This is an optimization exercise on Yosys and OpenROAD, whose aim is small area, not a production implementation. RTL that was checked went through simulation tests only; none was proved equivalent to the original. Only the layout flow was run in run 1; the RTL was not checked for function there. Power figures rest on the tool's default switching activity, not on a simulated workload.

$ cat flow/design.v
`timescale 1ns / 1ps
module top (
    input  wire clk,
    input  wire reset,
    input  wire rx,
    output wire tx
);
    reg [2:0] ph;      
    reg [1:0] x;       
    reg [2:0] q;       
    reg [4:0] s;       
    wire wend = (ph == 3'd7);
    wire tick = wend & (x == 2'd3) & (q == 3'd4);
    always @(posedge clk) begin
        ph <= ph + 3'd1;
        s  <= {s[3:0], (s[4] ^ s[2]) | (s == 5'd0)};
        if (reset) begin
            x <= 2'd0;
            q <= 3'd0;
        end else begin
            x <= x + {1'b0, wend};
            q <= {q[1:0], ~q[2] & ~q[1]};
        end
    end
    reg  [247:0] rf;
    wire tap = rf[247];
    wire lin;
    always @(posedge clk) rf <= {rf[246:0], lin};
    reg       inframe;
    reg [4:0] ib;            
    wire rxd = tick & inframe;
    always @(posedge clk) begin
        if (reset) begin
            inframe <= 1'b0;
            ib      <= 5'd0;
        end else begin
            ib <= ib + {4'd0, rxd};
            if (tick) begin
                if (!inframe) begin
                    if (!rx) inframe <= 1'b1;
                end else if (ib[2:0] == 3'd7) begin
                    inframe <= 1'b0;
                end
            end
        end
    end
    reg [15:0] sr;
    wire [4:0] rd  = sr[4:0];
    wire [2:0] f3  = sr[7:5];
    wire [7:0] imm = sr[15:8];
    wire [4:0] rs2 = sr[12:8];
    reg [1:0] cls;
    wire opc_hit = (sr[10:9] == 2'b11) & (sr[12:11] == 2'b00) & sr[13] & ~sr[15];
    always @(posedge clk) begin
        if (rxd && ib == 5'd7)
            cls <= {opc_hit & sr[14], opc_hit};
        else if (rxd && cls[1] && ib[4] && ib[3] && ib[2:0] != 3'd0 && (rx ^ (ib[2:0] == 3'd6)))
            cls[0] <= 1'b0;
    end
    wire is_r = cls[1];
    wire is_i = (cls == 2'b01);
    wire f7s  = cls[0];
    wire ev27 = rxd & (ib == 5'd27);
    wire rs1_bit = (ib >= 5'd15) & (ib <= 5'd19);
    wire rs1_put = (ib >= 5'd16) & (ib <= 5'd20) & (ph == ib[2:0]);
    wire ev31 = rxd & (ib == 5'd31);
    localparam S_IDLE = 5'd2,  S_LAW = 5'd3,  S_LAD = 5'd4,  S_LBW = 5'd5,
               S_LBD  = 5'd6,  S_WT  = 5'd7,  S_EX0 = 5'd8,
               S_TW1  = 5'd16, S_TW2 = 5'd17, S_TST = 5'd18;
    reg [4:0] st;
    wire rs2z = (rs2 == 5'd0);
    wire wen  = (cls != 2'b00) & (rd != 5'd0);
    wire d_w   = ~st[0] & ((st[4] & (st[3] | st[2])) | (st == 5'd0));
    wire d_s   =  st[0] & ((st[4] & (st[3] | st[2] | (st[1:0] == 2'b11))) | (st == 5'd1));
    wire twait = d_w | (st == S_TW1) | (st == S_TW2) | (st == S_TST);
    reg adv;
    always @* begin
        case (st)
            S_IDLE:  adv = ev27;
            S_LAW:   adv = rs1z | (s == rs1);
            S_LBW:   adv = is_i | rs2z | (s == rs2);
            S_WT:    adv = ev31;
            default: adv = ~twait | tick;
        endcase
    end
    always @(posedge clk) begin
        if (reset)
            st <= S_IDLE;
        else if (wend)
            st <= st + {4'd0, adv};
    end
    reg wr_act;
    always @(posedge clk)
        if (wend)
            wr_act <= (st == S_TW1 || st == S_TW2 || st == S_TST) && !tick && wen && (s == rd);
    reg  [7:0] acc;           
    reg        cy;
    wire a  = acc[7];
    wire b  = sr[8];
    wire shift = is_r & (f3 == 3'b101);
    wire sub   = is_r & (f3 == 3'b000) & f7s;
    wire sra   = shift & f7s;
    wire logic_op = (cls != 2'b00) & f3[2] & (f3[1] | ~f3[0]);
    wire bb  = b ^ sub;
    wire cin = (ph == 3'd0) ? sub : cy;
    wire sum = a ^ bb ^ cin;
    wire co  = (a & bb) | (a & cin) | (bb & cin);
    wire lres = f3[1] ? (f3[0] ? (a & b) : (a | b)) : (a ^ b);
    wire res  = shift ? a : logic_op ? lres : sum;
    wire [2:0] shamt = (sra && imm[7:3] != 5'd0) ? 3'b111 : imm[2:0];
    wire fill = sra & cy;
    reg txr;
    always @(posedge clk) begin
        if (reset)
            txr <= 1'b1;
        else if (tick)
            txr <= (st == S_TW2) ? 1'b0 : (d_w || st == S_TST) ? acc[6] : 1'b1;
    end
    assign tx = txr;
    wire sh_pass = shift && (st[4:3] == 2'b01) && (st[2:0] != 3'd0) && (st[2:0] <= shamt);
    reg ain;
    always @* begin
        ain = a;
        if (rs1_put)
            ain = cy;
        else if (st == S_LAD)
            ain = tap & ~cy;
        else if (st == S_EX0)
            ain = res;
        else if (sh_pass || d_s)
            ain = wend ? fill : acc[6];
    end
    wire [4:0] rs1 = {acc[2], acc[3], acc[4], acc[5], acc[6]};    
    wire rs1z = (rs1 == 5'd0);
    always @(posedge clk) begin
        acc <= {acc[6:0], ain};
        if (rxd && rs1_bit) cy <= rx;
        else if (st == S_LAW) cy <= rs1z;      
        else if (st == S_LBW) cy <= rs2z;      
        else if (st == S_EX0) cy <= shift ? a : co;
    end
    wire sr_rx = rxd & (ib < 5'd28) & ~rs1_bit;
    always @(posedge clk) begin
        if (sr_rx)
            sr <= {rx, sr[15:1]};
        else if (st == S_LBD && !is_i)
            sr[15:8] <= {tap & ~cy, sr[15:9]};
        else if (st == S_EX0)
            sr[15:8] <= {sr[8], sr[15:9]};
    end
    assign lin = wr_act ? a : tap;
endmodule
$ cat flow/run.sh
#!/bin/bash
# synth_recipe.tcl (not shown) runs the flow's synth.tcl, then flattens the netlist and writes it again
# the make line also repeats each setting of config.mk as NAME=value (left out here)
make -C /OpenROAD-flow-scripts/flow DESIGN_CONFIG=/design/flow/config.mk WORK_HOME=/design/flow/orfs CLKGATE_MAP_FILE= SYNTH_SCRIPT=/design/flow/synth_recipe.tcl finish
$ cat flow/config.mk
export PLATFORM = sky130hd
export DESIGN_NAME = top
export DESIGN_NICKNAME = top
export VERILOG_FILES = /design/flow/design.v
export SDC_FILE = /design/flow/constraint.sdc
export NUM_CORES = 4
export LEC_CHECK = 0
export CAP_MARGIN = 0
export CORE_MARGIN = 2
export CORE_UTILIZATION = 60
export CTS_BUF_LIST = sky130_fd_sc_hd__clkbuf_8
export CTS_CLUSTER_DIAMETER = 60
export CTS_CLUSTER_SIZE = 20
export PLACE_DENSITY = 0.75
export SLEW_MARGIN = 0
$ cat flow/constraint.sdc
create_clock -name core_clock -period 10.0 [get_ports {clk}]
set_input_delay 2.0000 -clock core_clock [delete_from_list [all_inputs] [get_ports {clk}]]
set_output_delay 2.0000 -clock core_clock [all_outputs]
set_load 0.01 [all_outputs]
==> metrics.md, run 1 <==
| Metric | Value |
|---|---|
| Startpoint of the worst hold path | `rf[40]` |
| CP Data Required Time | `8.00 ns` |
| I/O Buffers | `3` |
| Vias in the first global route | `3584` |
| Worst slew pin tran | `0.7456 ns` |
| Detailed Route Iter0 Violations | `171` |
| Final setup TNS | `0 ns` |
| Vias per cell | `4.927` |
| RSZ-0062 raised after global routing | `false` |
| H-tree levels | `1` |
| Slew Limit Fails | `0` |
| Non-filler cells in the finished layout | `711` |
| Clk slew on worst S/H paths | `0.11 ns` |
| Reg-to-Reg Start | `st[0]` |
| Post-synthesis adder-cell area fraction | `0.02370` |
| CTS Hold Buffers Added | `0` |
| Dominant synthesized flop cell | `dfxtp_1` |
| Max Cap Viol | `0` |
| First-pass GRT wire length | `17600 um` |
| CTS tree | `yes` |
| Core footprint | `12570 um2` |
| Total wire length | `10300 um` |
| Root Driver | `clkbuf_8` |
| Clock skew | `0.02130 ns` |
| Pwr/cell area | `213.1 nW/um2` |
| Avg Synthesized Cell Area | `14.79 um2` |
| DRC Markers | `0` |
| Synth async-reset ratio | `0` |
| #FFs+latches synth | `301` |
| Clk latency of the worst-skew pair | `0.50 ns` |
| Critical Path Source Type | `flop` |
| Crit Path Category | `flop to output port` |
| # clock sinks | `301` |
| Max frequency | `0.2956 GHz` |
| Hold Path Class | `flop to flop` |
| WP buf/inv | `1` |
| Die Area | `13770 um2` |
| DIE HEIGHT | `117.3 um` |
| Largest net degree at the start of global routing | `22` |
| Total leakage power | `3.224 nW` |
| CTS Buf Count | `19` |
| Multiplexer share of the synthesized area | `0.01380` |
| Synthesized net count | `538` |
| # nets final | `551` |
| GP Congestion | `0.8336` |
| Slowest-stage cell, CP | `clkdlybuf4s50_1` |
| Critical Path, Cell by Cell | `clkdlybuf4s50_1` |
| Cells on worst reg2reg path | `10` |
| XOR/XNOR Fraction of Synth Area | `0.02727` |
| # setup viols final | `0` |
| Ratio of cells with drive above 1 in the final layout | `0.07236` |
| DRT antenna net count | `0` |
| Post-CTS Setup Inserts | `0` |
| Initial antenna violation count | `0` |
| Std-Cell Rows | `41` |
| Complex-gate fraction of the synthesized area | `0.04464` |
| Hpwl dp | `6383 um` |
| WL/cell | `14.48 um` |
| # IOs | `4` |
| Distinct cells, synth | `55` |
| Final Cycle Share | `0.3383` |
| Synthesized cell area | `7707 um2` |
| Critical path fanouts, max | `2` |
| Post-cts sizing count | `0` |
| Crit end category | `output port` |
| Area delta synth->final | `6.786%` |
| Drt first pass iters | `4` |
| Worst path top cell family by delay | `buffers and inverters` |
| Dpl cells | `685` |
| Warnings, synthesis | `1` |
| Critical Path AT | `1.38 ns` |
| Global route overflow | `0` |
| CP Depth | `1` |
| GR Util All Layers | `0.1552` |
| Die width | `117.3 um` |
| Starting Density | `0.6132` |
| Period minus WS final | `3.383 ns` |
| Post-Synth Simple-Gate Area | `0.06818` |
| WHS Path Cells | `0` |
| Worst Hold Path EP | `rf[41]` |
| Syn Inst Count | `521` |
| Largest family of logic cells by synthesized area | `simple AND/OR/NAND/NOR gates` |
| CTS Buffer Depth | `3` |
| Sequential area share after synthesis | `0.8078` |
| Reg2reg end | `st[4]` |
| Relative slew slack | `0.5019` |
| VDD IR-drop max | `0.1489 mV` |
| Status | `timing/DRC/antenna clean` |
| Largest stage delay, worst path | `0.54 ns` |
| Final Core Density | `0.6549` |
| Inserted Diodes | `0` |
| Fin. Hold Viols | `0` |
| Worst R2R Setup Slack | `7.30 ns` |
| EDFF count, synth | `20` |
| Vias | `3503` |
-- layout by cell type (no fill, tap or decap), drive strengths merged, types with 3 or more instances in the layout --
master,count
dfxtp,281
nor2,23
edfxtp,20
inv,20
clkbuf,19
xnor2,14
ha,13
nand2,12
xor2,10
nor3,10
nand4,9
o21ai,9
a21oi,9
nor2b,9
nand3,8
nand2b,6
o211ai,6
mux2i,5
mux2,5
or2,5
nor4,3
clkdlybuf4s50,3
a211oi,3
-- cells by family (layout without fill, tap and decap cells) --
kind of cell    after synthesis  after routing
compound gates               48             48
xor+xnor                     24             24
fa+ha+maj                    14             14
buf+inv                      27             45
flops                       301            301
mux                          10             10
simple gates                 97             97
-- where the power goes --
group | internal, W | switching, W | leakage [nW]
Sequential | 0.00121 | 0.00000194 | 2.47
Clock | 0.000206 | 0.000328 | 0.182
Combinational | 0.00000272 | 0.00000266 | 0.570
-- cells in the mapped netlist (2+ instances only) --
cell      count  area, um2
a211oi_1      2      15.01
a21oi_1       9      45.04
a221oi_1      2      17.52
a31oi_1       2      12.51
buf_2         2      10.01
buf_4         2      15.01
clkbuf_1      6      22.52
dfxtp_1     281       5625
edfxtp_1     20      600.6
ha_1         13      162.7
inv_1        15      56.30
mux2_2        5      56.30
mux2i_1       5      50.05
nand2_1      12      45.04
nand2b_1      6      37.54
nand3_1       8      40.04
nand4_1       9      56.30
nor2_1       23      86.33
nor2b_1       9      56.30
nor3_1        9      45.04
nor3b_1       2      15.01
nor4_1        3      18.77
o211ai_1      6      45.04
o21a_1        2      15.01
o21ai_0       9      45.04
o221ai_1      2      17.52
o22ai_1       2      12.51
or2_2         4      25.02
or3_1         2      12.51
or4_1         2      15.01
xnor2_1      14      122.6
xor2_1       10      87.58
-- metrics by stage --
stage | setup slack (ns) | hold WS (ns) | total power [W] | cell area (um2)
after floorplan | 7.166 | 0.3096 | 0.001245 | 7707
after CTS | 6.593 | 0.3300 | 0.001773 | 8230
after global routing | 6.573 | 0.3326 | 0.001821 | 8230
after global placement | 6.588 | 0.3102 | 0.001248 | 7904
after detailed placement | 6.556 | 0.3121 | 0.001248 | 7904
final | 6.617 | 0.3242 | 0.001754 | 8230
-- final cells by class --
cell class,instances,area [um2]
tap,172,215.2
inverter,15,56.30
multi-input combinational,193,1369
timing repair buffer,4,37.54
sequential,301,6226
fill,934,4338
clock inverter,7,65.06
clock buffer,19,261.5
-- worst max path at each step --
stage	startpoint	to	slack [ns]
CTS	txr	tx	6.59
floorplan	rx	cls[0]	7.17
global route	txr	tx	6.57
global placement	rx	cls[0]	6.59
detailed placement	rx	cls[0]	6.56
finish	txr	tx	6.62
-- state kept, by name, summed over array words and instances, names as in the netlist --
signal,count
cls,2
x,2
wr_act,1
ph,3
s,5
txr,1
acc,8
inframe,1
ib,5
q,3
sr,16
cy,1
st,5
rf,248
-- per-layer routing --
metal  global-route usage  up-vias  share of wire
met2               0.2270       53           0.42
met5                    0        -              0
li1                     -     1758              -
met3              0.02529       25          0.034
met1               0.2382     1667           0.52
met4              0.04895        0          0.029
==> run 2: changes to the inputs <==
--- a/flow/design.v
+++ b/flow/design.v
@@ -109,5 +109,5 @@
     wire res  = shift ? a : logic_op ? lres : sum;
     wire [2:0] shamt = (sra && imm[7:3] != 5'd0) ? 3'b111 : imm[2:0];
-    wire fill = sra & cy;
+    wire fill = sra & a;            
     reg txr;
     always @(posedge clk) begin
@@ -138,5 +138,5 @@
         else if (st == S_LAW) cy <= rs1z;      
         else if (st == S_LBW) cy <= rs2z;      
-        else if (st == S_EX0) cy <= shift ? a : co;
+        else if (st == S_EX0) cy <= co;
     end
     wire sr_rx = rxd & (ib < 5'd28) & ~rs1_bit;
==> run 2 against run 1 <==
Effect of this change:
- still clean
- final area is 1.0% lower
- register-to-register slack worse by 0.23 ns
- flip-flop and latch count stayed put
- clock-buffer cell count stayed put
- critical path depth stayed put
- first-iteration DRC count is 70% higher
- largest power group unchanged
- highest routed layer unchanged
==> metrics.md, run 2 <==
| Metric | Value |
|---|---|
| WP buf/inv | `1 (unchanged)` |
| Worst hold slack | `0.3256 ns (+0.001362 ns)` |
| Clk latency of the worst-skew pair | `0.51 ns (about the same)` |
| Total wire length | `9729 um (-5.5%)` |
| # clock sinks | `301 (unchanged)` |
| Reg with most FFs | `rf` |
| Hold Path Class | `flop to flop` |
| Inserted Diodes | `0 (unchanged)` |
| Critical path fanouts, max | `2 (unchanged)` |
| Worst Slack Setup Final | `6.627 ns (+0.009600 ns)` |
| Starting Density | `0.6109 (-0.002385)` |
| Largest stage delay, worst path | `0.53 ns (about the same)` |
| Cells on worst reg2reg path | `10 (unchanged)` |
| Complex-gate fraction of the synthesized area | `0.03682 (-0.007824)` |
| Synthesized net count | `531 (-1.3%)` |
| Final setup TNS | `0 ns (unchanged)` |
| Slew Limit Fails | `0 (unchanged)` |
| Most common cell after layout, fill and taps aside | `dfxtp_1` |
| Max frequency | `0.2964 GHz (+0.28%)` |
| Max Cap Viol | `0 (unchanged)` |
| WL/cell | `13.82 um (-4.6%)` |
| CP Depth | `1 (unchanged)` |
| Number of flip-flops in the largest register | `248 (unchanged)` |
| Final Cycle Share | `0.3373 (-0.0009600)` |
| Synth async-reset ratio | `0 (unchanged)` |
| VDD IR-drop max | `0.1130 mV (-24%)` |
| Largest regs | `rf (248), sr (16), acc (8)` |
| Total leakage power | `3.218 nW (-0.19%)` |
| Avg Synthesized Cell Area | `14.88 um2 (+0.56%)` |
| CTS Buffer Depth | `3 (unchanged)` |
| Top post-synthesis cells by area | `dfxtp_1 (74%), edfxtp_1 (7.9%), ha_1 (2.1%)` |
| # setup viols final | `0 (unchanged)` |
| H-tree levels | `1 (unchanged)` |
| WHS Path Cells | `0 (unchanged)` |
| Root Driver | `clkbuf_8` |
| Dominant cell type by area after synthesis | `dfxtp_1` |
| #FFs+latches synth | `301 (unchanged)` |
| Critical Path Source Type | `flop` |
| Multiplexer share of the synthesized area | `0.009164 (-0.004635)` |
| GP Congestion | `0.9054 (+8.6%)` |
| Worst slack, placed | `6.583 ns (+0.02756 ns)` |
| Final instance area | `8144 um2 (-1.0%)` |
| Sequential area share after synthesis | `0.8143 (+0.006477)` |
| DRC Markers | `0 (unchanged)` |
| Most frequent cells in the layout | `dfxtp_1 (281), inv_1 (20), nor2_1 (20), edfxtp_1 (20), clkbuf_8 (19)` |
| EDFF count, synth | `20 (unchanged)` |
| CTS Hold Buffers Added | `0 (unchanged)` |
| Synth cell count leaders | `dfxtp_1 (281), edfxtp_1 (20), nor2_1 (20)` |
| Reg-to-Reg Start | `ph[0]` |
| Pwr/cell area | `212.7 nW/um2 (-0.21%)` |
| Most common cell in the netlist | `dfxtp_1` |
| Placed Area | `7835 um2 (-0.87%)` |
| Syn Inst Count | `514 (-1.3%)` |
| Startpoint of the worst hold path | `rf[43]` |
| Warnings, synthesis | `1 (unchanged)` |
| Worst slew pin tran | `0.5856 ns (-0.1600 ns)` |
| Crit Path Category | `flop to output port` |
| Worst Hold Path EP | `rf[44]` |
| Period minus WS final | `3.373 ns (-0.009600 ns)` |
| Synthesized cell area | `7646 um2 (-0.80%)` |
| Largest family of logic cells by synthesized area | `simple AND/OR/NAND/NOR gates` |
| Crit end category | `output port` |
| CTS Buf Count | `19 (unchanged)` |
| Status | `timing/DRC/antenna clean` |
| Post-synthesis adder-cell area fraction | `0.02389 (+0.0001900)` |
| Critical Path AT | `1.37 ns (about the same)` |
| Sequential Area | `6226 um2 (unchanged)` |
| Clk slew on worst S/H paths | `0.11 ns (about the same)` |
| Post-CTS Setup Inserts | `0 (unchanged)` |
| Die width | `116.9 um (-0.39%)` |
| DIE HEIGHT | `116.9 um (-0.39%)` |
| Global route overflow | `0 (unchanged)` |
| Reg2reg end | `st[4]` |
| Vias per cell | `4.891 (-0.74%)` |
| # nets final | `543 (-1.5%)` |
| Area of the multi-input gates | `1304 um2 (-4.8%)` |
| Core footprint | `12520 um2 (-0.41%)` |
| Post-Synth Simple-Gate Area | `0.06971 (+0.001529)` |
| XOR/XNOR Fraction of Synth Area | `0.03093 (+0.003655)` |
| Worst path top cell family by delay | `buffers and inverters` |
| Post-cts sizing count | `0 (unchanged)` |
| Area delta synth->final | `6.513%` |
| Std-Cell Rows | `41 (unchanged)` |
| Die Area | `13660 um2 (-0.77%)` |
| DRT antenna net count | `0 (unchanged)` |
| Vias | `3443 (-1.7%)` |
| GR Util All Layers | `0.1541 (-0.001085)` |
| Relative slew slack | `0.6084 (+0.1065)` |
| I/O Buffers | `3 (unchanged)` |
| Largest net degree at the start of global routing | `22 (unchanged)` |
| Slowest-stage cell, CP | `clkdlybuf4s50_1` |
| Layout fillers | `941 (+0.75%)` |
| Non-filler cells in the finished layout | `704 (-0.98%)` |
| Fin. Hold Viols | `0 (unchanged)` |
| Critical Path, Cell by Cell | `clkdlybuf4s50_1` |
| RSZ-0062 raised after global routing | `false` |
| CTS tree | `yes` |
| CP Data Required Time | `8.00 ns (about the same)` |
| Ratio of cells with drive above 1 in the final layout | `0.05451 (-0.01784)` |
| Dominant synthesized flop cell | `dfxtp_1` |
| Clock skew | `0.01014 ns (-0.01116 ns)` |
| Hpwl dp | `5827 um (-8.7%)` |
| Initial antenna violation count | `0 (unchanged)` |
| First-pass GRT wire length | `16680 um (-5.2%)` |
| Yosys top cell area share | `0.7357 (+0.005852)` |
| Vias in the first global route | `3411 (-4.8%)` |
| Distinct cells, synth | `50 (-9.1%)` |
| Dpl cells | `677 (-1.2%)` |
| Drt first pass iters | `4 (unchanged)` |
| Worst R2R Setup Slack | `7.07 ns (-0.23 ns)` |
| Detailed Route Iter0 Violations | `290 (+70%)` |
| # IOs | `4 (unchanged)` |
run 2: cell types whose count changed after synthesis, moves of 4 or more:
cell / before / now
mux2_2: 5 / 0
nand2_1: 12 / 8
nand3_1: 8 / 12
o211ai_1: 6 / 1
run 2: worst max path at each step:
stage                     start      to  slack (ns)
after global routing        txr      tx        6.56
after floorplan              rx  cls[0]        7.10
after detailed placement     rx  cls[0]        6.58
after global placement       rx  cls[0]        6.59
after CTS                   txr      tx        6.59
final                       txr      tx        6.63
run 2: per-stage QoR:
stage,total power (W),util
final,0.001732,0.6506
after global routing,0.001802,0.6506
after CTS,0.001755,0.6506
after detailed placement,0.001247,0.6260
after global placement,0.001247,0.6260
after floorplan,0.001245,-
run 2: area by class of cell:
type                       instances  share of cell area
clock inverter                     8            0.005838
sequential                       301              0.7645
tap                              172             0.02642
inverter                          16            0.007374
clock buffer                      19             0.03211
timing repair buffer               3            0.003687
multi-input combinational        185              0.1601
run 2: cell families (layout without fill, tap and decap cells):
group | count (synthesis) | after routing
AOI/OAI and AO/OA | 41 | 41
xor gates and xnor gates | 27 | 27
adders and majority gates | 14 | 14
buffers and inverters | 28 | 46
DFF | 301 | 301
muxes | 7 | 7
and+or+nand+nor | 96 | 96
run 2: metal layers:
layer,track usage,wire [um]
met1,0.2312,4984
met2,0.2266,4171
met3,0.03399,421
met4,0.04784,151
met5,0,0
run 2: where the power goes:
part           switching, W  leakage [nW]  internal [W]    total, W
Clock              0.000331         0.169      0.000181    0.000513
Sequential       0.00000180          2.44       0.00121     0.00121
Combinational    0.00000277         0.607    0.00000259  0.00000536
==> run 3: changes to the inputs <==
==> flow/flow/run.sh (new file) <==
#!/bin/bash
set -euo pipefail
rm -rf myscripts
cp -r "$FLOW_HOME/scripts" myscripts
cp flow/abc_area_only.script myscripts/abc_speed.script
bash standard.sh SCRIPTS_DIR="$PWD/myscripts" synth > synth.log 2>&1
bash standard.sh > layout.log 2>&1
==> flow/flow/abc_area_only.script (new file) <==
&get -n
&st
&dch -f
&nf -a
&put
topo
==> flow/standard.sh (new file) <==
#!/bin/bash
# synth_recipe.tcl (not shown) runs the flow's synth.tcl, then flattens the netlist and writes it again
# the make line also repeats each setting of config.mk as NAME=value (left out here)
make -C /OpenROAD-flow-scripts/flow DESIGN_CONFIG=/design/flow/config.mk WORK_HOME=/design/flow/orfs CLKGATE_MAP_FILE= SYNTH_SCRIPT=/design/flow/synth_recipe.tcl "${@:-finish}"
removed: flow/run.sh
==> run 3 against run 2 <==
Effect of this change:
- still clean
- sequential power about the same
- register-to-register slack worse by 0.41 ns
- fmax down 0.31%
- non-clock buffer count up 1
- first-iteration DRC count down 32%
- final area down 0.85%
- clock-buffer cell count up 1
- critical path type unchanged
- critical endpoint unchanged
- largest cell class unchanged
==> metrics.md, run 3 <==
| Metric | Value |
|---|---|
| Worst R2R Setup Slack | `6.66 ns (-0.41 ns)` |
| # clock sinks | `301 (unchanged)` |
| Final setup TNS | `0 ns (unchanged)` |
| Max Cap Viol | `0 (unchanged)` |
| Comb power frac | `0.003 (about the same)` |
| Startpoint of the worst hold path | `rf[232]` |
| Pwr/cell area | `215.4 nW/um2 (+1.3%)` |
| Crit Path Category | `flop to output port` |
| Synth cell count leaders | `dfxtp_1 (281), nor2_1 (29), nand2_1 (21)` |
| CTS Hold Buffers Added | `0 (unchanged)` |
| # setup viols final | `0 (unchanged)` |
| Reg with most FFs | `rf` |
| Vias per cell | `4.850 (-0.84%)` |
| Die width | `115.9 um (-0.83%)` |
| Detailed Route Iter0 Violations | `196 (-32%)` |
| Largest stage delay, worst path | `0.53 ns (about the same)` |
| Total wire length | `9655 um (-0.76%)` |
| Worst Slack Setup Final | `6.616 ns (-0.01055 ns)` |
| Area delta synth->final | `7.459%` |
| Fin. Hold Viols | `0 (unchanged)` |
| Largest regs | `rf (248), sr (16), acc (8)` |
| Yosys top cell area share | `0.7486 (+0.01286)` |
| WL/cell | `13.70 um (-0.90%)` |
| Std-Cell Rows | `40 (-2.4%)` |
| Synthesized net count | `524 (-1.3%)` |
| DRT antenna net count | `0 (unchanged)` |
| Hpwl dp | `5830 um (about the same)` |
| # IOs | `4 (unchanged)` |
| I/O Buffers | `3 (unchanged)` |
| Largest net degree at the start of global routing | `22 (unchanged)` |
| GR Util All Layers | `0.1549 (+0.0007406)` |
| Dominant synthesized flop cell | `dfxtp_1` |
| Core footprint | `12110 um2 (-3.2%)` |
| H-tree levels | `1 (unchanged)` |
| Reg2reg end | `st[4]` |
| Slew Limit Fails | `0 (unchanged)` |
| WP buf/inv | `1 (unchanged)` |
| Crit end category | `output port` |
| Reg-to-Reg Start | `ph[0]` |
| Top post-synthesis cells by area | `dfxtp_1 (75%), edfxtp_1 (8.0%), ha_1 (2.2%)` |
| DRC Markers | `0 (unchanged)` |
| Starting Density | `0.6205 (+0.009599)` |
| Int Pwr | `0.001403 W (+0.48%)` |
| Vias | `3419 (-0.70%)` |
| Critical Path Source Type | `flop` |
| Initial antenna violation count | `0 (unchanged)` |
| CTS tree | `yes` |
| First-pass GRT wire length | `16590 um (-0.50%)` |
| Sequential area share after synthesis | `0.8285 (+0.01424)` |
| WHS Path Cells | `0 (unchanged)` |
| Status | `timing/DRC/antenna clean` |
| Final Cycle Share | `0.3384 (+0.001055)` |
| #FFs+latches synth | `301 (unchanged)` |
| RSZ-0062 raised after global routing | `false` |
| Critical path fanouts, max | `2 (unchanged)` |
| Distinct cells, synth | `44 (-12%)` |
| Most frequent cells in the layout | `dfxtp_1 (281), nor2_1 (29), nand2_1 (21)` |
| Worst slew pin tran | `0.6762 ns (+0.09060 ns)` |
| Synth async-reset ratio | `0 (unchanged)` |
| Critical Path AT | `1.38 ns (about the same)` |
| Most common cell after layout, fill and taps aside | `dfxtp_1` |
| Worst slack, placed | `6.647 ns (+0.06366 ns)` |
| Post-CTS Setup Inserts | `0 (unchanged)` |
| CTS Buf Count | `19 (unchanged)` |
| Synthesized cell area | `7515 um2 (-1.7%)` |
| Avg Synthesized Cell Area | `14.82 um2 (-0.36%)` |
| Die Area | `13440 um2 (-1.7%)` |
| Most common cell in the netlist | `dfxtp_1` |
| EDFF count, synth | `20 (unchanged)` |
| Period minus WS final | `3.384 ns (+0.01055 ns)` |
| Max frequency | `0.2955 GHz (-0.31%)` |
| Cells on worst reg2reg path | `13 (+3)` |
| Inserted Diodes | `0 (unchanged)` |
| Clock skew | `0.01375 ns (+0.003616 ns)` |
| Root Driver | `clkbuf_8` |
| Slowest-stage cell, CP | `clkdlybuf4s50_1` |
| Net Sw Power | `0.0003365 W (+0.23%)` |
| Critical Path, Cell by Cell | `clkdlybuf4s50_1` |
| Vias in the first global route | `3371 (-1.2%)` |
| Clock share of power | `0.298 (+0.002)` |
| Relative slew slack | `0.5458 (-0.06264)` |
| Clk latency of the worst-skew pair | `0.51 ns (about the same)` |
| # nets final | `549 (+1.1%)` |
| Total leakage power | `3.148 nW (-2.2%)` |
| Clk slew on worst S/H paths | `0.12 ns (about the same)` |
| CP Data Required Time | `8.00 ns (about the same)` |
| Warnings, synthesis | `1 (unchanged)` |
| Switch share | `0.1934 (-0.0003921)` |
| Sequential share of power | `0.698 (-0.003)` |
| Number of flip-flops in the largest register | `248 (unchanged)` |
| Global route overflow | `0 (unchanged)` |
| DIE HEIGHT | `115.9 um (-0.83%)` |
| GP Congestion | `0.8437 (-6.8%)` |
| Syn Inst Count | `507 (-1.4%)` |
| Worst hold slack | `0.3243 ns (-0.001287 ns)` |
| Post-cts sizing count | `0 (unchanged)` |
| Dominant cell type by area after synthesis | `dfxtp_1` |
| Hold Path Class | `flop to flop` |
| Worst path top cell family by delay | `buffers and inverters` |
| Drt first pass iters | `4 (unchanged)` |
| Ratio of cells with drive above 1 in the final layout | `0.04655 (-0.007956)` |
| VDD IR-drop max | `0.1729 mV (+53%)` |
| Worst Hold Path EP | `rf[233]` |
| CTS Buffer Depth | `3 (unchanged)` |
-- run 3: cell types whose count changed after synthesis, sizes merged, moves of 5 or more --
cell	before	now
clkinv	0	17
nand2b	9	0
clkbuf	7	0
inv	16	0
nor2	20	29
nand2	8	21
xnor2	14	9
nand4	9	4
buf	5	0
-- run 3: layout make-up --
type                            instances  area [um2]
Tap cell                              168       210.2
Multi-Input combinational cell        189        1225
Inverter                               17       63.81
Sequential cell                       301        6226
Clock buffer                           20       275.3
Clock inverter                          6       37.54
Fill cell                             863        4036
Timing Repair Buffer                    4       37.54
-- run 3: kinds of logic after synthesis --
family	synth area share
simple gates	0.06843
fa+ha+maj	0.02431
mux	0.005495
buf+inv	0.008491
flops	0.8285
compound gates	0.04146
xor+xnor	0.02331
-- run 3: how the worst max path moves through the flow --
stage	from	slack [ns]	to	cells after the start
6_report	txr	6.62	tx	1
5_1_grt	ph[1]	6.28	st[4]	13
4_1_cts	txr	6.59	tx	1
3_5_place_dp	rx	6.65	cls[0]	5
3_3_place_gp	rx	6.69	cls[0]	5
2_1_floorplan	ph[0]	6.90	sr[10]	8
-- run 3: power by group through the flow --
stage	logic [W]	clock network [W]	registers, W
finish	0.00000594	0.000519	0.00121
global route	0.00000680	0.000585	0.00122
CTS	0.00000601	0.000538	0.00121
detailed placement	0.00000599	0	0.00124
global placement	0.00000567	0	0.00124
floorplan	0.00000314	0	0.00124
-- run 3: stage by stage --
stage	cells	util	cell area [um2]	total power, W
floorplan	507	-	7515	0.001245
global placement	679	0.6409	7762	0.001248
detailed placement	679	0.6409	7762	0.001249
CTS	705	0.6667	8075	0.001759
global route	705	0.6667	8075	0.001808
finish	705	0.6667	8075	0.001740
-- run 3: layer usage --
layer / GRT usage / up-vias / routed length (um)
li1: - / 1740 / -
met1: 0.2308 / 1588 / 4970
met2: 0.2257 / 70 / 3950
met3: 0.03243 / 21 / 445
met4: 0.05714 / 0 / 288
met5: 0 / - / 0
==> run 4: changes to the inputs <==
==> flow/flow/abc_area_only.script (replaced) <==
&get -n
&st
&dch -f
&nf -a
&put
strash
&get -n
&st
&dch -f
&nf -a
&put
topo
==> run 4 against run 3 <==
Effect of this change:
- critical path depth increased by 13
- still clean
- global-route usage decreased by 0.82 points
- final area decreased by 0.37%
- via count decreased by 1.1%
- sequential power about the same
- synthesized cell count decreased by 1.8%
- clock-buffer cell count unchanged
- power increased by 0.12%
- fmax decreased by 4.3%
- worst setup slack got worse by 0.15 ns
- clock skew increased by 0.0052 ns
- routed wire length decreased by 2.8%
==> metrics.md, run 4 <==
| Metric | Value |
|---|---|
| Root Driver | `clkbuf_8` |
| CTS Buf Count | `19 (unchanged)` |
| Largest net degree at the start of global routing | `22 (unchanged)` |
| Sequential area share after synthesis | `0.8307 (+0.002213)` |
| Die width | `115.8 um (-0.13%)` |
| Largest regs | `rf (248), sr (16), acc (8)` |
| GP Congestion | `0.9023 (+6.9%)` |
| Starting Density | `0.6188 (-0.001653)` |
| CTS Hold Buffers Added | `0 (unchanged)` |
| Yosys top cell area share | `0.7506 (+0.002000)` |
| Cells on worst reg2reg path | `14 (+1)` |
| Dominant cell type by area after synthesis | `dfxtp_1` |
| Max frequency | `0.2827 GHz (-4.3%)` |
| EDFF count, synth | `20 (unchanged)` |
| I/O Buffers | `3 (unchanged)` |
| Initial antenna violation count | `0 (unchanged)` |
| Number of flip-flops in the largest register | `248 (unchanged)` |
| Distinct cells, synth | `44 (unchanged)` |
| Largest stage delay, worst path | `0.64 ns (+0.11 ns)` |
| Synth cell count leaders | `dfxtp_1 (281), edfxtp_1 (20), nor2_1 (20)` |
| Pwr/cell area | `216.5 nW/um2 (+0.49%)` |
| Reg with most FFs | `rf` |
| Critical Path Source Type | `flop` |
| Final Cycle Share | `0.3538 (+0.01537)` |
| VDD IR-drop max | `0.1831 mV (+5.9%)` |
| Critical Path, Cell by Cell | `ha_1, ha_1, nand4_1, nor3_1, nand2_1, clkinv_1, and3_1, a32o_1, o31a_1, ha_1, ha_1, and3_1, a21oi_1, a311oi_1` |
| Fin. Hold Viols | `0 (unchanged)` |
| Hold Path Class | `flop to flop` |
| Drt first pass iters | `4 (unchanged)` |
| Most common cell after layout, fill and taps aside | `dfxtp_1` |
| Dpl cells | `669 (-1.5%)` |
| Critical Path AT | `3.95 ns (+2.57 ns)` |
| Hpwl dp | `5605 um (-3.9%)` |
| Total leakage power | `3.140 nW (-0.25%)` |
| Global route overflow | `0 (unchanged)` |
| Layout fillers | `908 (+5.2%)` |
| Inserted Diodes | `0 (unchanged)` |
| Dominant synthesized flop cell | `dfxtp_1` |
| Sequential Area | `6226 um2 (unchanged)` |
| Std-Cell Rows | `40 (unchanged)` |
| Non-filler cells in the finished layout | `694 (-1.6%)` |
| First-pass GRT wire length | `15750 um (-5.1%)` |
| Slowest-stage cell, CP | `nor3_1` |
| Most common cell in the netlist | `dfxtp_1` |
| Worst hold slack | `0.3278 ns (+0.003535 ns)` |
| Worst slew pin tran | `0.7967 ns (+0.1206 ns)` |
| Vias per cell | `4.872 (+0.46%)` |
| WHS Path Cells | `0 (unchanged)` |
| WL/cell | `13.52 um (-1.3%)` |
| DRC Markers | `0 (unchanged)` |
| # setup viols final | `0 (unchanged)` |
| #FFs+latches synth | `301 (unchanged)` |
| Total wire length | `9382 um (-2.8%)` |
| Post-cts sizing count | `0 (unchanged)` |
| Die Area | `13400 um2 (-0.25%)` |
| Slew Limit Fails | `0 (unchanged)` |
| Final Core Density | `0.6643 (-0.002480)` |
| Period minus WS final | `3.538 ns (+0.1537 ns)` |
| Post-CTS Setup Inserts | `0 (unchanged)` |
| CP Data Required Time | `10.41 ns (+2.41 ns)` |
| Critical path fanouts, max | `11 (+9)` |
| DIE HEIGHT | `115.8 um (-0.13%)` |
| # IOs | `4 (unchanged)` |
| Crit Path Category | `flop to flop` |
| CTS tree | `yes` |
| Area delta synth->final | `7.346%` |
| Final setup TNS | `0 ns (unchanged)` |
| Status | `timing/DRC/antenna clean` |
| Warnings, synthesis | `1 (unchanged)` |
| Relative slew slack | `0.4648 (-0.08101)` |
| Crit end category | `flop` |
| Max Cap Viol | `0 (unchanged)` |
| Detailed Route Iter0 Violations | `247 (+26%)` |
| Synthesized cell area | `7495 um2 (-0.27%)` |
| H-tree levels | `1 (unchanged)` |
| Vias in the first global route | `3262 (-3.2%)` |
| Clk slew on worst S/H paths | `0.11 ns (about the same)` |
| Core footprint | `12110 um2 (unchanged)` |
| Most frequent cells in the layout | `dfxtp_1 (281), nor2_1 (20), clkbuf_8 (20), edfxtp_1 (20)` |
| Avg Synthesized Cell Area | `15.05 um2 (+1.5%)` |
| Clock skew | `0.01892 ns (+0.005165 ns)` |
| # clock sinks | `301 (unchanged)` |
| Ratio of cells with drive above 1 in the final layout | `0.04373 (-0.002829)` |
| GR Util All Layers | `0.1467 (-0.008195)` |
| Area of the multi-input gates | `1220 um2 (-0.41%)` |
| Synth async-reset ratio | `0 (unchanged)` |
| Crit-path most repeated cell | `ha_1` |
| Synthesized net count | `515 (-1.7%)` |
| CTS Buffer Depth | `3 (unchanged)` |
| Vias | `3381 (-1.1%)` |
| Total power | `0.001742 W (+0.12%)` |
| Clk latency of the worst-skew pair | `0.51 ns (about the same)` |
| Syn Inst Count | `498 (-1.8%)` |
| DRT antenna net count | `0 (unchanged)` |
| Top post-synthesis cells by area | `dfxtp_1 (75%), edfxtp_1 (8.0%), ha_1 (2.2%)` |
| # nets final | `539 (-1.8%)` |
| RSZ-0062 raised after global routing | `false` |
[run 4: changes by cell type after synthesis, sizes merged, moves of 3 or more]
cell and change:
clkinv -4, o21ai +6, nand2 -8, and3 +3, nand3b +4, nand3 +5, xnor2 +3, nor2 -9
[run 4: metrics by stage]
stage	worst slack, ns	cell area (um2)
CTS	6.432	8045
detailed placement	6.591	7735
floorplan	7.189	7495
finish	6.462	8045
global placement	6.644	7735
global route	6.008	8045
[run 4: critical path, delay by kind of cell (launching register included)]
family | cells | cell delay (ns)
adder cells (fa/ha/maj) | 4 | 0.90
flip-flops | 1 | 0.39
buffers and inverters | 1 | 0.11
AO/OA/AOI/OAI | 4 | 0.62
AND/OR/NAND/NOR | 5 | 1.41
[run 4: final cells by class]
class,count,share of cell area
flip-flops and latches,301,0.7739
multi-input cells,184,0.1516
clock buffers,20,0.03421
well taps,168,0.02613
inverters,13,0.006065
clock inverters,5,0.004355
repair buffers,3,0.003733
[run 4: cells by family after synthesis]
group,synth area share
AO/OA/AOI/OAI,0.04341
XOR/XNOR,0.02454
adder cells (fa/ha/maj),0.02437
buffers and inverters,0.006511
flip-flops,0.8307
multiplexers,0.005676
AND/OR/NAND/NOR,0.06478
[run 4: final timing paths]
| kind | from | end | slack [ns] |
|---|---|---|---|
| hold reg to reg | rf[31] | rf[32] | 0.33 |
| hold / removal | rf[31] | rf[32] | 0.33 |
| setup reg to reg | ph[1] | st[4] | 6.46 |
| setup / recovery | ph[1] | st[4] | 6.46 |
[run 4: routing by layer]
metal	GRT usage	wire, um	vias up
met5	0	0	-
met4	0.04841	215	0
met3	0.03086	396	16
met2	0.2066	3710	49
met1	0.2279	5060	1597
li1	-	-	1719
[run 4: report_power, final]
group          leakage [nW]  internal (W)  switching [W]
combinational         0.529    0.00000268     0.00000297
sequential             2.45       0.00121     0.00000211
clock                 0.165      0.000188       0.000333
total                  3.14       0.00140       0.000338
==> run 5: changes to the inputs <==
--- a/flow/design.v
+++ b/flow/design.v
@@ -118,5 +118,8 @@
     end
     assign tx = txr;
-    wire sh_pass = shift && (st[4:3] == 2'b01) && (st[2:0] != 3'd0) && (st[2:0] <= shamt);
+    wire [2:0] k = st[2:0];
+    wire k_le = (~k[2] & shamt[2]) |
+                ((k[2] ~^ shamt[2]) & ((~k[1] & shamt[1]) | ((k[1] ~^ shamt[1]) & (~k[0] | shamt[0]))));
+    wire sh_pass = shift && (st[4:3] == 2'b01) && (k != 3'd0) && k_le;
     reg ain;
     always @* begin
==> flow/flow/run.sh (replaced) <==
#!/bin/bash
set -euo pipefail
rm -rf myscripts
cp -r "$FLOW_HOME/scripts" myscripts
cp flow/abc_area_only.script myscripts/abc_speed.script
bash standard.sh SCRIPTS_DIR="$PWD/myscripts" synth > synth.log 2>&1
bash standard.sh CTS_ARGS="-sink_clustering_enable -repair_clock_nets -sink_clustering_size 20 -sink_clustering_max_diameter 60 -buf_list sky130_fd_sc_hd__clkbuf_4 -root_buf sky130_fd_sc_hd__clkbuf_8 -sink_clustering_buffer sky130_fd_sc_hd__clkbuf_8 -distance_between_buffers 2000 -branching_point_buffers_distance 2000" > layout.log 2>&1
==> run 5 against run 4 <==
Effect of this change:
- cell count rose by 0.29%
- first-iteration DRC count fell by 0.40%
- power about the same
- global-route usage increased by 0.92 points
- fmax grew 1.9%
- synthesized cell count rose by 0.20%
- critical path type unchanged
- largest cell class unchanged
- largest power group unchanged
==> metrics.md, run 5 <==
| Metric | Value |
|---|---|
| Relative slew slack | `0.4828 (+0.01804)` |
| Total wire length | `9892 um (+5.4%)` |
| Dominant cell type by area after synthesis | `dfxtp_1` |
| Reg-to-Reg Start | `ph[1]` |
| Placed Area | `7699 um2 (-0.47%)` |
| Hpwl dp | `6020 um (+7.4%)` |
| Detailed Route Iter0 Violations | `246 (-0.40%)` |
| Clk slew on worst S/H paths | `0.11 ns (about the same)` |
| Synthesized cell area | `7458 um2 (-0.48%)` |
| Vias per cell | `4.861 (-0.23%)` |
| Number of flip-flops in the largest register | `248 (unchanged)` |
| Slowest-stage cell, CP | `nor3_1` |
| Syn Inst Count | `499 (+0.20%)` |
| Warnings, synthesis | `1 (unchanged)` |
| Worst path top cell family by delay | `simple AND/OR/NAND/NOR gates` |
| #FFs+latches synth | `301 (unchanged)` |
| Critical Path, Cell by Cell | `ha_1, ha_1, nand4_1, nor3_1, nand2_1, clkinv_1, nand3_1, nor3_1, a21oi_1, a31oi_1, ha_1, ha_1, and3_1, a21oi_1, a311oi_1` |
| DRT antenna net count | `0 (unchanged)` |
| Period minus WS final | `3.470 ns (-0.06737 ns)` |
| WP buf/inv | `1 (unchanged)` |
| CTS Hold Buffers Added | `0 (unchanged)` |
| VDD IR-drop max | `0.1793 mV (-2.1%)` |
| Total leakage power | `3.073 nW (-2.1%)` |
| Worst Slack Setup Final | `6.530 ns (+0.06737 ns)` |
| CP Depth | `15 (+1)` |
| EDFF count, synth | `20 (unchanged)` |
| GP Congestion | `0.9036 (+0.14%)` |
| CP Data Required Time | `10.41 ns (about the same)` |
| Max Cap Viol | `0 (unchanged)` |
| I/O Buffers | `3 (unchanged)` |
| Starting Density | `0.6184 (about the same)` |
| Hold Path Class | `flop to flop` |
| Worst Setup SP | `ph[1]` |
| Synth async-reset ratio | `0 (unchanged)` |
| Vias | `3383 (+0.059%)` |
| Die width | `115.5 um (-0.24%)` |
| Worst slew pin tran | `0.7661 ns (-0.03066 ns)` |
| Net Sw Power | `0.0003361 W (-0.59%)` |
| Largest regs | `rf (248), sr (16), acc (8)` |
| Area delta synth->final | `7.448% (about the same)` |
| Initial antenna violation count | `0 (unchanged)` |
| Dpl cells | `670 (+0.15%)` |
| # clock sinks | `301 (unchanged)` |
| Pwr/cell area | `217.3 nW/um2 (+0.37%)` |
| Inserted Diodes | `0 (unchanged)` |
| WL/cell | `14.21 um (+5.1%)` |
| Vias in the first global route | `3305 (+1.3%)` |
| RSZ-0062 raised after global routing | `false` |
| Cells on worst reg2reg path | `15 (+1)` |
| Non-filler cells in the finished layout | `696 (+0.29%)` |
| Reg with most FFs | `rf` |
| Final Cycle Share | `0.3470 (-0.006737)` |
| Global route overflow | `0 (unchanged)` |
| Post-cts sizing count | `0 (unchanged)` |
| Dominant synthesized flop cell | `dfxtp_1` |
| Largest stage delay, worst path | `0.56 ns (-0.08 ns)` |
| Clk latency of the worst-skew pair | `0.51 ns (about the same)` |
| # IOs | `4 (unchanged)` |
| Drt first pass iters | `4 (unchanged)` |
| DRC Markers | `0 (unchanged)` |
| Distinct cells, synth | `38 (-14%)` |
| Sequential share of power | `0.697 (about the same)` |
| Worst R2R Setup Slack | `6.53 ns (+0.07 ns)` |
| CTS Buf Count | `19 (unchanged)` |
| Post-CTS Setup Inserts | `0 (unchanged)` |
| Crit-path most repeated cell | `ha_1` |
| Root Driver | `clkbuf_8` |
| Crit Path Category | `flop to flop` |
| Critical Path AT | `3.88 ns (-0.07 ns)` |
| Largest net degree at the start of global routing | `22 (unchanged)` |
| Switch share | `0.1930 (-0.001111)` |
| Most common cell after layout, fill and taps aside | `dfxtp_1` |
| Top post-synthesis cells by area | `dfxtp_1 (75%), edfxtp_1 (8.1%), ha_1 (2.0%)` |
| Final setup TNS | `0 ns (unchanged)` |
| Yosys top cell area share | `0.7542 (+0.003652)` |
| GR Util All Layers | `0.1559 (+0.009250)` |
| Crit path capture | `st[4]` |
| Die Area | `13340 um2 (-0.47%)` |
| Critical Path Source Type | `flop` |
| Comb power frac | `0.002 (about the same)` |
| Max frequency | `0.2882 GHz (+1.9%)` |
| Avg Synthesized Cell Area | `14.95 um2 (-0.68%)` |
| Reg2reg end | `st[4]` |
| Critical path fanouts, max | `11 (unchanged)` |
| Most common cell in the netlist | `dfxtp_1` |
| Int Pwr | `0.001405 W (+0.12%)` |
| First-pass GRT wire length | `16370 um (+3.9%)` |
| Worst hold slack | `0.3208 ns (-0.007013 ns)` |
| Worst slack, placed | `6.606 ns (+0.01457 ns)` |
| Fin. Hold Viols | `0 (unchanged)` |
| Synth cell count leaders | `dfxtp_1 (281), a21oi_1 (24), edfxtp_1 (20)` |
| # nets final | `539 (unchanged)` |
| Clock skew | `0.01890 ns (-0.00001880 ns)` |
| CTS tree | `yes` |
| Core footprint | `12060 um2 (-0.41%)` |
| Ratio of cells with drive above 1 in the final layout | `0.04924 (+0.005516)` |
| Sequential area share after synthesis | `0.8348 (+0.004041)` |
| Crit end category | `flop` |
| Most frequent cells in the layout | `dfxtp_1 (281), a21oi_1 (24), edfxtp_1 (20)` |
| Clock share of power | `0.301 (+0.002)` |
| Slew Limit Fails | `0 (unchanged)` |
| Std-Cell Rows | `40 (unchanged)` |
| Status | `timing/DRC/antenna clean` |
| Synthesized net count | `515 (unchanged)` |
| # setup viols final | `0 (unchanged)` |
| CTS Buffer Depth | `3 (unchanged)` |
| Final instance area | `8014 um2 (-0.39%)` |
| H-tree levels | `1 (unchanged)` |
| DIE HEIGHT | `115.5 um (-0.24%)` |
==> run 5: cell types whose count changed after synthesis, moves of 4 or more <==
cell / before / now
a21oi_1: 15 / 24
o21ai_0: 15 / 7
nor3_1: 11 / 18
and3_1: 6 / 1
nand2_1: 13 / 18
nand3b_1: 5 / 0
nor2_1: 20 / 16
==> run 5: cell type report <==
class	count	area, um2
repair buffers	3	30.03
flip-flops and latches	301	6226
fillers	838	4048
inverters	14	52.55
well taps	168	210.2
clock buffers	22	284.0
clock inverters	4	31.28
multi-input cells	184	1180
==> run 5: layer usage <==
layer	wire length (um)	vias to the layer above	track usage
met5	0	-	0
met4	238	0	0.05863
met3	493	23	0.03452
met2	4107	78	0.2285
met1	5053	1567	0.2303
li1	-	1715	-
==> run 5: cell families (layout without fill, tap and decap cells) <==
group	count (synthesis)	in the layout	share of synthesized area
XOR/XNOR	22	22	0.02583
flip-flops	301	301	0.8348
multiplexers	4	4	0.005368
adder cells (fa/ha/maj)	13	13	0.02281
buffers and inverters	14	43	0.007046
AND/OR/NAND/NOR	96	96	0.06492
AO/OA/AOI/OAI	49	49	0.03926
==> run 5: per-stage QoR <==
step           utilization  power (W)
3_3_place_gp        0.6383   0.001244
2_1_floorplan            -   0.001242
3_5_place_dp        0.6383   0.001244
5_1_grt             0.6644   0.001802
4_1_cts             0.6644   0.001759
6_report            0.6644   0.001741
==> run 5: how the worst min path moves through the flow <==
stage,from,end,slack (ns),cells past startpoint
finish,rf[39],rf[40],0.32,0
global route,rf[39],rf[40],0.33,0
CTS,rf[240],rf[241],0.32,0
detailed placement,rf[145],rf[146],0.31,0
global placement,acc[0],acc[1],0.31,0
floorplan,acc[0],acc[1],0.31,0
==> run 5: power by group through the flow <==
stage | combinational [W] | clock (W) | sequential (W)
finish | 0.00000360 | 0.000525 | 0.00121
global route | 0.00000402 | 0.000584 | 0.00121
CTS | 0.00000362 | 0.000542 | 0.00121
detailed placement | 0.00000359 | 0 | 0.00124
global placement | 0.00000343 | 0 | 0.00124
floorplan | 0.00000142 | 0 | 0.00124
==> run 5: worst register-to-register path, stage by stage (launching register included) <==
cell,delay [ns]
dfxtp_1,0.38
ha_1,0.16
ha_1,0.40
nand4_1,0.14
nor3_1,0.56
nand2_1,0.17
clkinv_1,0.14
nand3_1,0.08
nor3_1,0.17
a21oi_1,0.09
a31oi_1,0.18
ha_1,0.20
ha_1,0.16
and3_1,0.20
a21oi_1,0.08
a311oi_1,0.25
==> run 6: changes to the inputs <==
==> flow/flow/run.sh (replaced) <==
#!/bin/bash
set -euo pipefail
rm -rf myscripts
cp -r "$FLOW_HOME/scripts" myscripts
cp flow/abc_area_only.script myscripts/abc_speed.script
bash standard.sh SCRIPTS_DIR="$PWD/myscripts" synth > synth.log 2>&1
bash standard.sh CTS_ARGS="-sink_clustering_enable -repair_clock_nets -sink_clustering_size 20 -sink_clustering_max_diameter 60 -buf_list sky130_fd_sc_hd__clkbuf_4 -root_buf sky130_fd_sc_hd__clkbuf_4 -sink_clustering_buffer sky130_fd_sc_hd__clkbuf_8" > layout.log 2>&1
==> run 6 against run 5 <==
Effect of this change:
- non-clock buffer count unchanged
- sequential share of layout area up 0.16 points
- register-to-register slack about the same
- synthesized cell count unchanged
- largest cell class unchanged
- power down 1.1%
- flip-flop and latch count unchanged
- clock power down 4%
- core utilization down 0.13 points
- cell count up 0.14%
- first-iteration DRC count down 1.2%
- final area down 0.20%
- die area unchanged
==> metrics.md, run 6 <==
| Metric | Value |
|---|---|
| Status | `timing/DRC/antenna clean` |
| # setup viols final | `0 (unchanged)` |
| Vias | `3416 (+0.98%)` |
| Sequential area share after synthesis | `0.8348 (unchanged)` |
| GP Congestion | `0.9036 (unchanged)` |
| Synth cell count leaders | `dfxtp_1 (281), a21oi_1 (24), edfxtp_1 (20)` |
| #FFs+latches synth | `301 (unchanged)` |
| DRC Markers | `0 (unchanged)` |
| WL/cell | `14.25 um (+0.27%)` |
| Pwr/cell area | `215.4 nW/um2 (-0.86%)` |
| Global route overflow | `0 (unchanged)` |
| Avg Synthesized Cell Area | `14.95 um2 (unchanged)` |
| Non-filler cells in the finished layout | `697 (+0.14%)` |
| WHS Path Cells | `0 (unchanged)` |
| Critical Path AT | `1.48 ns (-2.40 ns)` |
| DRT antenna net count | `0 (unchanged)` |
| Dpl cells | `670 (unchanged)` |
| Most common cell after layout, fill and taps aside | `dfxtp_1` |
| WP buf/inv | `1 (unchanged)` |
| Root Driver | `clkbuf_4` |
| CTS Buf Count | `19 (unchanged)` |
| Clock skew | `0.02432 ns (+0.005424 ns)` |
| Total power | `0.001723 W (-1.1%)` |
| H-tree levels | `1 (unchanged)` |
| Worst R2R Setup Slack | `6.52 ns (about the same)` |
| Largest regs | `rf (248), sr (16), acc (8)` |
| Post-CTS Setup Inserts | `0 (unchanged)` |
| # IOs | `4 (unchanged)` |
| CP Data Required Time | `8.00 ns (-2.41 ns)` |
| Post-Synth Simple-Gate Area | `0.06492 (unchanged)` |
| Reg with most FFs | `rf` |
| Total leakage power | `3.066 nW (-0.25%)` |
| Most frequent cells in the layout | `dfxtp_1 (281), a21oi_1 (24), edfxtp_1 (20)` |
| Distinct cells, synth | `38 (unchanged)` |
| XOR/XNOR Fraction of Synth Area | `0.02583 (unchanged)` |
| Die width | `115.5 um (unchanged)` |
| # nets final | `539 (unchanged)` |
| Fin. Hold Viols | `0 (unchanged)` |
| Largest net degree at the start of global routing | `22 (unchanged)` |
| Relative slew slack | `0.4989 (+0.01611)` |
| Final setup TNS | `0 ns (unchanged)` |
| Largest stage delay, worst path | `0.53 ns (-0.03 ns)` |
| Syn Inst Count | `499 (unchanged)` |
| Reg-to-Reg Start | `ph[1]` |
| Dominant synthesized flop cell | `dfxtp_1` |
| Vias in the first global route | `3306 (+0.030%)` |
| Worst Hold Path EP | `rf[40]` |
| DIE HEIGHT | `115.5 um (unchanged)` |
| Slew Limit Fails | `0 (unchanged)` |
| Critical Path, Cell by Cell | `clkdlybuf4s50_1` |
| Area delta synth->final | `7.230%` |
| Synthesized net count | `515 (unchanged)` |
| Synthesized cell area | `7458 um2 (unchanged)` |
| # clock sinks | `301 (unchanged)` |
| Multiplexer share of the synthesized area | `0.005368 (unchanged)` |
| Post-cts sizing count | `0 (unchanged)` |
| Max Cap Viol | `0 (unchanged)` |
| Top post-synthesis cells by area | `dfxtp_1 (75%), edfxtp_1 (8.1%), ha_1 (2.0%)` |
| CTS tree | `yes` |
| Critical path fanouts, max | `2 (-9)` |
| Vias per cell | `4.901 (+0.83%)` |
| Hpwl dp | `6020 um (unchanged)` |
| VDD IR-drop max | `0.1788 mV (-0.25%)` |
| CTS Buffer Depth | `3 (unchanged)` |
| Yosys top cell area share | `0.7542 (unchanged)` |
| Worst slew pin tran | `0.7422 ns (-0.02386 ns)` |
| Critical Path Source Type | `flop` |
| First-pass GRT wire length | `16360 um (about the same)` |
| Complex-gate fraction of the synthesized area | `0.03926 (unchanged)` |
| RSZ-0062 raised after global routing | `false` |
| Worst path top cell family by delay | `buffers and inverters` |
| Hold Path Class | `flop to flop` |
| EDFF count, synth | `20 (unchanged)` |
| Startpoint of the worst hold path | `rf[39]` |
| GR Util All Layers | `0.1551 (-0.0007949)` |
| Crit end category | `output port` |
| Ratio of cells with drive above 1 in the final layout | `0.04924 (unchanged)` |
| Starting Density | `0.6184 (unchanged)` |
| Worst hold slack | `0.3226 ns (+0.001773 ns)` |
| Synth async-reset ratio | `0 (unchanged)` |
| I/O Buffers | `3 (unchanged)` |
| Initial antenna violation count | `1 (+1)` |
| Final Cycle Share | `0.3482 (+0.001214)` |
| Detailed Route Iter0 Violations | `243 (-1.2%)` |
| Drt first pass iters | `4 (unchanged)` |
| Post-synthesis adder-cell area fraction | `0.02281 (unchanged)` |
| Cells on worst reg2reg path | `15 (unchanged)` |
| Number of flip-flops in the largest register | `248 (unchanged)` |
| Crit Path Category | `flop to output port` |
| CTS Hold Buffers Added | `0 (unchanged)` |
| Most common cell in the netlist | `dfxtp_1` |
| Core footprint | `12060 um2 (unchanged)` |
| Die Area | `13340 um2 (unchanged)` |
| Total wire length | `9933 um (+0.41%)` |
| Dominant cell type by area after synthesis | `dfxtp_1` |
| Std-Cell Rows | `40 (unchanged)` |
| Max frequency | `0.2872 GHz (-0.35%)` |
| Slowest-stage cell, CP | `clkdlybuf4s50_1` |
| Period minus WS final | `3.482 ns (+0.01214 ns)` |
| Clk latency of the worst-skew pair | `0.61 ns (+0.10 ns)` |
| Warnings, synthesis | `1 (unchanged)` |
| Reg2reg end | `st[4]` |
| Clk slew on worst S/H paths | `0.12 ns (about the same)` |
| Largest family of logic cells by synthesized area | `simple AND/OR/NAND/NOR gates` |
[run 6: layer usage]
metal,up-vias,GRT usage,wire (um)
met5,-,0,0
met4,0,0.05622,241
met3,23,0.03138,493
met2,80,0.2292,4187
met1,1598,0.2303,5011
li1,1715,-,-
[run 6: cells by family (layout without fill, tap and decap cells)]
logic type	after synthesis	in the layout
simple gates	96	96
xor+xnor	22	22
flops	301	301
fa+ha+maj	13	13
compound gates	49	49
other cells	0	1
buf+inv	14	43
mux	4	4
[run 6: worst max path at each step]
stage / start / end / slack, ns / depth (start not counted)
after CTS: txr / tx / 6.47 / 1
after global placement: rx / cls[0] / 6.71 / 4
final: txr / tx / 6.52 / 1
after detailed placement: ph[1] / st[4] / 6.61 / 15
after floorplan: ph[1] / st[4] / 7.17 / 15
after global routing: ph[1] / st[4] / 6.15 / 15
[run 6: area by class of cell]
class / count / area (um2)
flip-flops and latches: 301 / 6226
fillers: 842 / 4064
multi-input cells: 184 / 1180
clock buffers: 22 / 265.3
well taps: 168 / 210.2
inverters: 14 / 52.55
clock inverters: 4 / 31.28
repair buffers: 3 / 30.03
diodes: 1 / 2.502
[run 6: stage by stage]
stage	worst slack, ns	util	instance area, um2
finish	6.518	0.6631	7998
global route	6.155	0.6631	7998
CTS	6.472	0.6629	7995
detailed placement	6.606	0.6383	7699
global placement	6.706	0.6383	7699
floorplan	7.170	-	7458
[run 6: power breakdown]
group | internal (W) | leakage [nW] | switching [W]
logic | 0.00000164 | 0.437 | 0.00000197
clock network | 0.000176 | 0.156 | 0.000330
registers | 0.00121 | 2.47 | 0.00000118
==> run 7: changes to the inputs <==
--- a/flow/design.v
+++ b/flow/design.v
@@ -11,15 +11,10 @@
     reg [4:0] s;       
     wire wend = (ph == 3'd7);
-    wire tick = wend & (x == 2'd3) & (q == 3'd4);
+    wire tick = wend & (x == 2'd3) & (q == 3'd4);    
     always @(posedge clk) begin
         ph <= ph + 3'd1;
         s  <= {s[3:0], (s[4] ^ s[2]) | (s == 5'd0)};
-        if (reset) begin
-            x <= 2'd0;
-            q <= 3'd0;
-        end else begin
-            x <= x + {1'b0, wend};
-            q <= {q[1:0], ~q[2] & ~q[1]};
-        end
+        x <= x + {1'b0, wend};
+        q <= {q[1:0], ~q[2] & ~q[1]};
     end
     reg  [247:0] rf;
==> run 7 against run 6 <==
Effect of this change:
- global-route usage increased by 0.46 points
- die area hardly changed
- cell count decreased by 0.29%
- register-to-register slack improved by 0.21 ns
- fmax hardly changed
- first-iteration DRC count fell by 38%
- sequential power is essentially flat
- routed wire length up 0.63%
- non-clock buffer count up 1
- synthesized area about the same
- via count shrank 0.67%
- highest routed layer unchanged
==> metrics.md, run 7 <==
| Metric | Value |
|---|---|
| Hpwl dp | `6337 um (+5.3%)` |
| Syn Inst Count | `494 (-1.0%)` |
| Top post-synthesis cells by area | `dfxtp_1 (75%), edfxtp_1 (8.1%), ha_1 (2.0%)` |
| Sequential area share after synthesis | `0.8355 (about the same)` |
| VDD IR-drop max | `0.1751 mV (-2.1%)` |
| Avg Synthesized Cell Area | `15.09 um2 (+0.93%)` |
| Slowest-stage cell, CP | `clkdlybuf4s50_1` |
| # IOs | `4 (unchanged)` |
| Die Area | `13330 um2 (about the same)` |
| Area delta synth->final | `7.858%` |
| DRC Markers | `0 (unchanged)` |
| Total wire length | `9996 um (+0.63%)` |
| Int Pwr | `0.001410 W (+1.4%)` |
| Comb power frac | `0.003 (about the same)` |
| I/O Buffers | `3 (unchanged)` |
| # nets final | `536 (-0.56%)` |
| DRT antenna net count | `0 (unchanged)` |
| Initial antenna violation count | `0 (-1)` |
| Layout fillers | `832 (-1.2%)` |
| Most common cell after layout, fill and taps aside | `dfxtp_1` |
| Startpoint of the worst hold path | `rf[105]` |
| Critical Path Source Type | `flop` |
| Starting Density | `0.6178 (about the same)` |
| EDFF count, synth | `20 (unchanged)` |
| DIE HEIGHT | `115.4 um (about the same)` |
| Reg with most FFs | `rf` |
| Worst Slack Setup Final | `6.519 ns (+0.001200 ns)` |
| Slew Limit Fails | `0 (unchanged)` |
| Post-CTS Setup Inserts | `0 (unchanged)` |
| Warnings, synthesis | `1 (unchanged)` |
| Worst path top cell family by delay | `buffers and inverters` |
| Dominant synthesized flop cell | `dfxtp_1` |
| Global route overflow | `0 (unchanged)` |
| Relative slew slack | `0.5670 (+0.06808)` |
| CTS Buffer Depth | `3 (unchanged)` |
| Area of the multi-input gates | `1174 um2 (-0.53%)` |
| Clock share of power | `0.307 (+0.013)` |
| Inserted Diodes | `0 (-1)` |
| Final setup TNS | `0 ns (unchanged)` |
| Critical path fanouts, max | `2 (unchanged)` |
| Clock skew | `0.02398 ns (-0.0003474 ns)` |
| Sequential Area | `6226 um2 (unchanged)` |
| Ratio of cells with drive above 1 in the final layout | `0.05693 (+0.007684)` |
| Worst slew pin tran | `0.6446 ns (-0.09765 ns)` |
| Crit Path Category | `flop to output port` |
| Clk slew on worst S/H paths | `0.11 ns (about the same)` |
| Dominant cell type by area after synthesis | `dfxtp_1` |
| # setup viols final | `0 (unchanged)` |
| Core footprint | `12060 um2 (unchanged)` |
| Most common cell in the netlist | `dfxtp_1` |
| Root Driver | `clkbuf_4` |
| # clock sinks | `301 (unchanged)` |
| Std-Cell Rows | `40 (unchanged)` |
| Fin. Hold Viols | `0 (unchanged)` |
| Post-cts sizing count | `0 (unchanged)` |
| CP Data Required Time | `8.00 ns (about the same)` |
| Critical Path AT | `1.48 ns (about the same)` |
| Synth async-reset ratio | `0 (unchanged)` |
| Most frequent cells in the layout | `dfxtp_1 (281), nor2_1 (20), edfxtp_1 (20)` |
| Vias | `3393 (-0.67%)` |
| Status | `timing/DRC/antenna clean` |
| Period minus WS final | `3.481 ns (-0.001200 ns)` |
| Largest regs | `rf (248), sr (16), acc (8)` |
| Hold Path Class | `flop to flop` |
| Final Cycle Share | `0.3481 (about the same)` |
| Synthesized net count | `510 (-0.97%)` |
| Detailed Route Iter0 Violations | `151 (-38%)` |
| GR Util All Layers | `0.1598 (+0.004629)` |
| Net Sw Power | `0.0003484 W (+4.7%)` |
| CTS Hold Buffers Added | `0 (unchanged)` |
| CTS tree | `yes` |
| WL/cell | `14.38 um (+0.92%)` |
| Vias in the first global route | `3362 (+1.7%)` |
| Vias per cell | `4.882 (-0.39%)` |
| Largest net degree at the start of global routing | `22 (unchanged)` |
| Synth cell count leaders | `dfxtp_1 (281), edfxtp_1 (20), nor2_1 (20)` |
| H-tree levels | `1 (unchanged)` |
| Distinct cells, synth | `39 (+2.6%)` |
| Worst Setup SP | `txr` |
| Max Cap Viol | `0 (unchanged)` |
| GP Congestion | `0.8852 (-2.0%)` |
| Largest stage delay, worst path | `0.54 ns (about the same)` |
| Drt first pass iters | `4 (unchanged)` |
| Reg-to-Reg Start | `ph[1]` |
| Yosys top cell area share | `0.7549 (about the same)` |
| Critical Path, Cell by Cell | `clkdlybuf4s50_1` |
| Crit end category | `output port` |
| Pwr/cell area | `218.8 nW/um2 (+1.6%)` |
| Number of flip-flops in the largest register | `248 (unchanged)` |
| WP buf/inv | `1 (unchanged)` |
| Worst slack, placed | `6.471 ns (-0.1349 ns)` |
| Total leakage power | `3.110 nW (+1.4%)` |
| Clk latency of the worst-skew pair | `0.61 ns (about the same)` |
| Switch share | `0.1981 (+0.004905)` |
| Sequential share of power | `0.691 (-0.013)` |
| Die width | `115.4 um (about the same)` |
| RSZ-0062 raised after global routing | `false` |
| Synthesized cell area | `7452 um2 (about the same)` |
| CTS Buf Count | `20 (+1)` |
| First-pass GRT wire length | `16790 um (+2.7%)` |
| Max frequency | `0.2873 GHz (about the same)` |
| #FFs+latches synth | `301 (unchanged)` |
[run 7: cell types whose count changed in the layout (fill, tap and decap cells not counted), sizes merged, moves of 4 or more]
cell   before  now
a21oi      24   15
nand3      14   10
nor2       16   20
nor3       18   11
nor4        4    8
o21ai       7   14
[run 7: per-stage QoR]
stage / total power (W) / std cells / area [um2] / hold WS, ns / util
floorplan: 0.001244 / 494 / 7452 / 0.3096 / -
detailed placement: 0.001247 / 666 / 7700 / 0.3121 / 0.6384
finish: 0.001758 / 695 / 8038 / 0.3218 / 0.6664
global placement: 0.001246 / 666 / 7700 / 0.3123 / 0.6384
global route: 0.001820 / 695 / 8038 / 0.3273 / 0.6664
CTS: 0.001778 / 695 / 8038 / 0.3273 / 0.6664
[run 7: final timing paths]
check / endpoint / slack, ns / cells after the start
min reg2reg: rf[106] / 0.32 / 0
max reg2reg: st[4] / 6.73 / 13
max: tx / 6.52 / 1
min: rf[106] / 0.32 / 0
[run 7: layer usage]
metal / GRT usage / up-vias / part of all wire / wire length [um]
met2: 0.2304 / 69 / 0.43 / 4254
met3: 0.03661 / 23 / 0.051 / 514
li1: - / 1709 / - / -
met1: 0.2366 / 1592 / 0.50 / 4958
met5: 0 / - / 0 / 0
met4: 0.06345 / 0 / 0.027 / 269
[run 7: final cells by class]
cell class              instances  area share
flip-flops and latches        301      0.7746
multi-input cells             179      0.1460
clock buffers                  24     0.03565
well taps                     168     0.02615
inverters                      14    0.006538
clock inverters                 5    0.006382
repair buffers                  4    0.004670
[run 7: power by group through the flow]
stage / sequential, W / clock, W / combinational (W)
floorplan: 0.00124 / 0 / 0.00000226
global route: 0.00122 / 0.000599 / 0.00000507
finish: 0.00121 / 0.000540 / 0.00000451
detailed placement: 0.00124 / 0 / 0.00000452
CTS: 0.00121 / 0.000559 / 0.00000454
global placement: 0.00124 / 0 / 0.00000435
[run 7: kinds of logic (layout without fill, tap and decap cells)]
logic type               Yosys count  in the layout  share of synthesized area
flip-flops                       301            301                     0.8355
AND/OR/NAND/NOR                   89             89                    0.06044
AO/OA/AOI/OAI                     50             50                    0.04130
XOR/XNOR                          22             22                    0.02586
buffers and inverters             14             47                   0.007052
adder cells (fa/ha/maj)           13             13                    0.02283
multiplexers                       5              5                   0.007052

==> static timing again, ports no longer ideal <==
The results above use ideal ports. As a check the final layouts listed here were re-extracted and re-timed, cells and wires unchanged.
Step 1, drivers: a clkbuf_16 drives clk and a buf_2 each remaining input, both assumed.
Step 2 also shifts input and output timing later by t, the mid clock arrival at the registers, as if the neighbouring blocks saw the same clock.
Slacks: ideal / step 1 / step 2; pairs: ideal / step 1.
run | t (ns) | slack for setup (ns)
run 1 | 0.528 | 6.617 / 6.582 / 6.583
run 2 | 0.536 | 6.627 / 6.591 / 6.578
run 3 | 0.538 | 6.616 / 6.581 / 6.654
run 4 | 0.536 | 6.462 / 6.462 / 6.462
run 5 | 0.536 | 6.530 / 6.530 / 6.530
run 6 | 0.626 | 6.518 / 6.483 / 6.521
run 7 | 0.630 | 6.519 / 6.487 / 6.494
After both steps setup and hold are still met in every run listed.
